Source: an optimization exercise on an open RTL-to-GDS flow (aim: small area and a short achievable clock period). Production flows keep margins and buffers that such runs may drop. Where RTL was checked, it was by simulation tests only, not by an equivalence proof against the original.

## Integrator
module Integrator
          (clk,
           reset,
           In,
           Out);
Settings: LEC_CHECK=0, CAP_MARGIN=20, CORE_MARGIN=2, CORE_UTILIZATION=60, CTS_BUF_LIST=sky130_fd_sc_hd__clkbuf_4 sky130_fd_sc_hd__clkbuf_8, CTS_CLUSTER_DIAMETER=100, CTS_CLUSTER_SIZE=30, SETUP_SLACK_MARGIN=4, SLEW_MARGIN=20, SYNTH_HIERARCHICAL=1, SYNTH_MINIMUM_KEEP_SIZE=0; clock period 14.0 ns.
run.sh (not shown) runs the stock make flow with config.mk's settings and CLKGATE_MAP_FILE= SYNTH_SCRIPT=/design/flow/synth_recipe.tcl, a recipe that flattens the netlist after the stock synthesis.
Edit:
Settings changed: CORE_UTILIZATION 60 to 40, SETUP_SLACK_MARGIN 4 to 5.
Effect: Routed wire length went up by 15%; final area went up by 13%; global-route usage went down by 5.5 points; utilization went down by 17 points; via count went up by 7.6%; setup slack improves by 0.52 ns; maximum frequency went up by 5.6%; synthesized cell count stays the same.
Edit:
Settings changed: CTS_BUF_LIST sky130_fd_sc_hd__clkbuf_4 sky130_fd_sc_hd__clkbuf_8 to unset, CTS_CLUSTER_DIAMETER 100 to unset, CTS_CLUSTER_SIZE 30 to unset.
=> Design area came out higher by 0.51%. Global-route usage is higher by 0.16 points. Die area stays the same.
Edit:
Settings changed: CTS_BUF_LIST set to sky130_fd_sc_hd__clkbuf_4 sky130_fd_sc_hd__clkbuf_8, CTS_CLUSTER_DIAMETER set to 100, CTS_CLUSTER_SIZE set to 30, SETUP_SLACK_MARGIN 5 to 4.
=> Clock skew rose by 0.011 ns. Via count fell by a little under a tenth. Final cell count fell by a little under a tenth. Non-clock buffer count fell by 75.
No functional check of the RTL was part of any run of this note.

========
birch:
Integrator again, from the RTL that the note above started with.
make LEC_CHECK=0 CAP_MARGIN=20 CORE_MARGIN=2 CORE_UTILIZATION=40 CTS_BUF_LIST='sky130_fd_sc_hd__clkbuf_4 sky130_fd_sc_hd__clkbuf_8' CTS_CLUSTER_DIAMETER=100 CTS_CLUSTER_SIZE=30 SETUP_SLACK_MARGIN=3 SLEW_MARGIN=20 SYNTH_HIERARCHICAL=1 SYNTH_MINIMUM_KEEP_SIZE=0 finish   # period 14.0 ns
Having completed the whole flow, birch delivered a layout that passed the timing, design-rule and antenna checks.
#### Input delta (pine over birch)
--- a/flow/config.mk
+++ b/flow/config.mk
@@ -10 +10 @@
-export CORE_UTILIZATION = 40
+export CORE_UTILIZATION = 60
@@ -14 +14 @@
-export SETUP_SLACK_MARGIN = 3
+export SETUP_SLACK_MARGIN = 4.5
==> results.txt <==
birch → pine: routed length on met3 lost about 34%; achievable clock frequency picked up an extra about 14%; wire length on met1 fell 3.6%; total CTS buffers about even; global-route wire length before repair fell by 1.5%.
Summary of pine over birch: worst hold slack increased 0.0062 ns.
No functional check of the RTL was part of any run of this note.

========
== rev 12 ==
Another version of the RTL of Integrator (not shown whole).
For scale: about 470 cells after synthesis, roughly 46 I/O pins.
## Integrator
module Integrator
          (clk,
           reset,
           In,
           Out);
==> flow/config.mk <==
export PLATFORM = sky130hd
export DESIGN_NAME = Integrator
export DESIGN_NICKNAME = Integrator
export VERILOG_FILES = /design/flow/design.v
export SDC_FILE = /design/flow/constraint.sdc
export NUM_CORES = 4
export LEC_CHECK = 0
export CAP_MARGIN = 20
export CORE_MARGIN = 2
export CORE_UTILIZATION = 40
export CTS_BUF_LIST = sky130_fd_sc_hd__clkbuf_4 sky130_fd_sc_hd__clkbuf_8
export CTS_CLUSTER_DIAMETER = 100
export CTS_CLUSTER_SIZE = 30
export SETUP_SLACK_MARGIN = 4
export SLEW_MARGIN = 20
export SYNTH_HIERARCHICAL = 1
export SYNTH_MINIMUM_KEEP_SIZE = 0
==> flow/constraint.sdc <==
create_clock -name core_clock -period 14.0 [get_ports {clk}]
set_input_delay 2.8000 -clock core_clock [delete_from_list [all_inputs] [get_ports {clk}]]
set_output_delay 2.8000 -clock core_clock [all_outputs]
set_load 0.01 [all_outputs]
The following lists how rev 13 was set up differently from rev 12:
==> flow/flow/run.sh (new file) <==
#!/bin/bash
# Layout flow: the standard synthesis and ORFS layout (standard.sh), with
# one change: the input and output ports get plain buffer cells
# (buffer_ports -buffer_cell) instead of the delay cells buffer_ports picks by
# itself.  Each step's full output goes to a log file here.
set -euo pipefail
export BUFFER_PORTS_ARGS="-buffer_cell sky130_fd_sc_hd__buf_2"
bash standard.sh synth > run_synth.log 2>&1
bash standard.sh > run_layout.log 2>&1
==> flow/standard.sh (new file) <==
#!/bin/bash
# synth_recipe.tcl (not shown) runs the flow's synth.tcl, then flattens the netlist and writes it again
# the make line also repeats each setting of config.mk as NAME=value (left out here)
make -C /OpenROAD-flow-scripts/flow DESIGN_CONFIG=/design/flow/config.mk WORK_HOME=/design/flow/orfs CLKGATE_MAP_FILE= SYNTH_SCRIPT=/design/flow/synth_recipe.tcl "${@:-finish}"
removed: flow/run.sh
Notes after the runs:
- | post-detailed-routing wire length | lower: rev 13 |
- Rev 13 packs its core looser than rev 12.
- Rev 13 vs. rev 12: total half-perimeter wirelength after legalization and detailed placement went up by about 0.43%.
- Run comparison: rev 13 critical path capture point Out[20]; rev 12 critical path capture point Out[13]

========
Setup of alpha:
Integrator, a different RTL version from the one above (not shown whole).
Size: roughly 87 flip-flops, about 6400 sq um of cells after synthesis.
export LEC_CHECK = 0
export CAP_MARGIN = 20
export CORE_MARGIN = 2
export CORE_UTILIZATION = 40
export CTS_BUF_LIST = sky130_fd_sc_hd__clkbuf_4 sky130_fd_sc_hd__clkbuf_8
export CTS_CLUSTER_DIAMETER = 100
export CTS_CLUSTER_SIZE = 30
export PLACE_DENSITY = 0.85
export SETUP_SLACK_MARGIN = 4
export SLEW_MARGIN = 20
export SYNTH_HIERARCHICAL = 1
export SYNTH_MINIMUM_KEEP_SIZE = 0
create_clock -name core_clock -period 14.0 [get_ports {clk}]
standard.sh (not shown) runs the stock make flow with config.mk's settings and CLKGATE_MAP_FILE= SYNTH_SCRIPT=/design/flow/synth_recipe.tcl, a recipe that flattens the netlist after the stock synthesis.
==> flow/flow/run.sh <==
#!/bin/bash
# Layout flow: the standard synthesis and ORFS layout (standard.sh) with
# these changes to how the layout is made:
#  - the input and output ports get plain buffer cells (buffer_ports
#    -buffer_cell) instead of the delay cells buffer_ports picks by itself;
#  - clock tree synthesis adds no dummy loads (-dont_use_dummy_load); the
#    other CTS arguments are the ones ORFS builds from config.mk;
#  - between synthesis and floorplan, resize.tcl sizes a few gates by the
#    synthesized netlist's timing (and-or-invert gates off the critical paths
#    down, inverters and gates with several loads on them up); registers untouched.
# Each step's full output goes to a log file here (ORFS keeps its own per-step
# logs under orfs/logs).
set -euo pipefail
export BUFFER_PORTS_ARGS="-buffer_cell sky130_fd_sc_hd__buf_2"
export CTS_ARGS="-sink_clustering_enable -repair_clock_nets -sink_clustering_size 30 -sink_clustering_max_diameter 100 -buf_list {sky130_fd_sc_hd__clkbuf_4 sky130_fd_sc_hd__clkbuf_8} -dont_use_dummy_load"
bash standard.sh synth > run_synth.log 2>&1
RESULTS="$PWD/orfs/results/$FLOW_PLATFORM/Integrator/base"
# the liberty files the flow uses
LIBS=$(make -s -C "$FLOW_HOME" DESIGN_CONFIG="$PWD/config.mk" WORK_HOME="$PWD/orfs" print-LIB_FILES 2>/dev/null | sed -n "s/^LIB_FILES: *//p" || true)
[ -n "$LIBS" ] || LIBS="$FLOW_HOME/platforms/$FLOW_PLATFORM/lib/sky130_fd_sc_hd__tt_025C_1v80.lib"
{ for l in $LIBS; do echo "read_liberty $l"; done; cat flow/resize.tcl; } > resize_run.tcl
RESULTS="$RESULTS" openroad -no_init -exit resize_run.tcl > run_resize.log 2>&1
bash standard.sh > run_layout.log 2>&1
==> flow/flow/resize.tcl <==
# Size a few gates by the synthesized netlist's timing (no wires yet):
# and-or-invert gates off the critical paths go to their smallest size, and
# inverters and two-input gates with several loads on the critical paths go
# one size up.
read_db $::env(RESULTS)/1_synth.odb
read_sdc $::env(RESULTS)/1_synth.sdc
set wns [expr {[sta::worst_slack_cmd max] * 1e9}]
set down 0
set up 0
# cell -> {bigger cell, minimum loads, slack window}
array set upsize {
  sky130_fd_sc_hd__inv_1    {sky130_fd_sc_hd__inv_2    2 0.3}
  sky130_fd_sc_hd__nor2_1   {sky130_fd_sc_hd__nor2_2   3 0.2}
  sky130_fd_sc_hd__nand2_1  {sky130_fd_sc_hd__nand2_2  3 0.2}
  sky130_fd_sc_hd__o21ai_1  {sky130_fd_sc_hd__o21ai_2  3 0.2}
}
foreach inst [get_cells -hierarchical *] {
  set ref [get_property $inst ref_name]
  set name [get_property $inst full_name]
  if {$ref eq "sky130_fd_sc_hd__a21oi_2"} {
    set s [get_property [get_pins $name/Y] slack_max]
    if {$s > $wns + 0.35} {
      replace_cell $inst [get_lib_cells */sky130_fd_sc_hd__a21oi_1]
      incr down
    }
  } elseif {[info exists upsize($ref)]} {
    lassign $upsize($ref) big minloads window
    set pin [get_pins $name/Y]
    set loads [llength [get_pins -of_objects [get_nets -of_objects $pin] -filter "direction==input"]]
    set s [get_property $pin slack_max]
    if {$loads >= $minloads && $s < $wns + $window} {
      replace_cell $inst [get_lib_cells */$big]
      incr up
    }
  }
}
puts "wns $wns: $down gates sized down, $up gates sized up"
write_db $::env(RESULTS)/1_synth.odb
Changes in beta relative to alpha:
--- a/flow/flow/resize.tcl
+++ b/flow/flow/resize.tcl
@@ -10,8 +10,8 @@
 # cell -> {bigger cell, minimum loads, slack window}
 array set upsize {
-  sky130_fd_sc_hd__inv_1    {sky130_fd_sc_hd__inv_2    2 0.3}
+  sky130_fd_sc_hd__inv_1    {sky130_fd_sc_hd__inv_2    2 0.5}
   sky130_fd_sc_hd__nor2_1   {sky130_fd_sc_hd__nor2_2   3 0.2}
   sky130_fd_sc_hd__nand2_1  {sky130_fd_sc_hd__nand2_2  3 0.2}
-  sky130_fd_sc_hd__o21ai_1  {sky130_fd_sc_hd__o21ai_2  3 0.2}
+  sky130_fd_sc_hd__o21ai_1  {sky130_fd_sc_hd__o21ai_2  2 0.3}
 }
 foreach inst [get_cells -hierarchical *] {
Results
- No stage failed in beta, and the final checks on the layout all came back clean.
- Reported for beta and alpha, total buffers and inverters traversed by the critical path turned out identical to the last digit.
- beta and alpha ended up with nearly the same die extent in y.
- On post-route cell area, beta and alpha are basically level.
- Taking alpha as the reference, in beta clock skew increased by 0.0049 ns relative to the old numbers; number of cells in the finished layout apart from fillers held; fraction of the cycle the final worst path needs down 0.21 points; floorplan die area flat; critical path's largest stage delay comparable.
- beta against alpha: maximum net fanout on the critical path about even; slew of the pin with the lowest slew margin rose 0.016 ns.

-- what the ideal ports hide --
In the flow no input, the clock included, has a driving cell. The finished layouts below were timed again as built, in two steps.
Step 1 (the two cells are an assumption about what drives the block):
set clk [get_ports {clk}]
set_driving_cell -lib_cell sky130_fd_sc_hd__clkbuf_16 $clk
set_driving_cell -lib_cell sky130_fd_sc_hd__buf_2 [delete_from_list [all_inputs] $clk]
Step 2 adds t to the input delays and takes it off the output delays; t is the mean of the earliest and latest rising clock arrival at the registers after step 1. Input paths then give back, and output paths get back, about the clock's delay inside the block.
Three values: ideal, step 1, step 2; two values: the first two.
run | shift t [ns] | setup WS [ns] | hold WS [ns] | worst setup path after step 2
the first run of note 1 | 0.418 | 4.159 / 4.133 / 4.133 | 0.355 / 0.355 / 0.355 | input to output
the second run of note 1 | 0.410 | 4.678 / 4.615 / 4.546 | 0.356 / 0.356 / 0.356 | input to register
the third run of note 1 | 0.389 | 4.652 / 4.601 / 4.537 | 0.347 / 0.347 / 0.347 | input to register
the fourth run of note 1 | 0.422 | 4.128 / 4.098 / 4.098 | 0.352 / 0.352 / 0.352 | input to output
birch | 0.424 | 3.292 / 3.265 / 3.265 | 0.349 / 0.349 / 0.349 | input to output
pine | 0.419 | 4.596 / 4.552 / 4.552 | 0.355 / 0.355 / 0.355 | input to output
rev 12 | 0.410 | 4.226 / 4.201 / 4.201 | 0.354 / 0.354 / 0.354 | input to output
rev 13 | 0.422 | 4.249 / 4.229 / 4.229 | 0.354 / 0.354 / 0.354 | input to output
alpha | 0.397 | 4.617 / 4.587 / 4.587 | 0.347 / 0.347 / 0.347 | input to output
beta | 0.395 | 4.646 / 4.613 / 4.613 | 0.347 / 0.347 / 0.347 | input to output
After both steps every run listed still meets setup and hold. The setup slack of the second run of note 1, which loses most, moves by -0.063 ns with the drivers and by -0.132 ns with both steps.
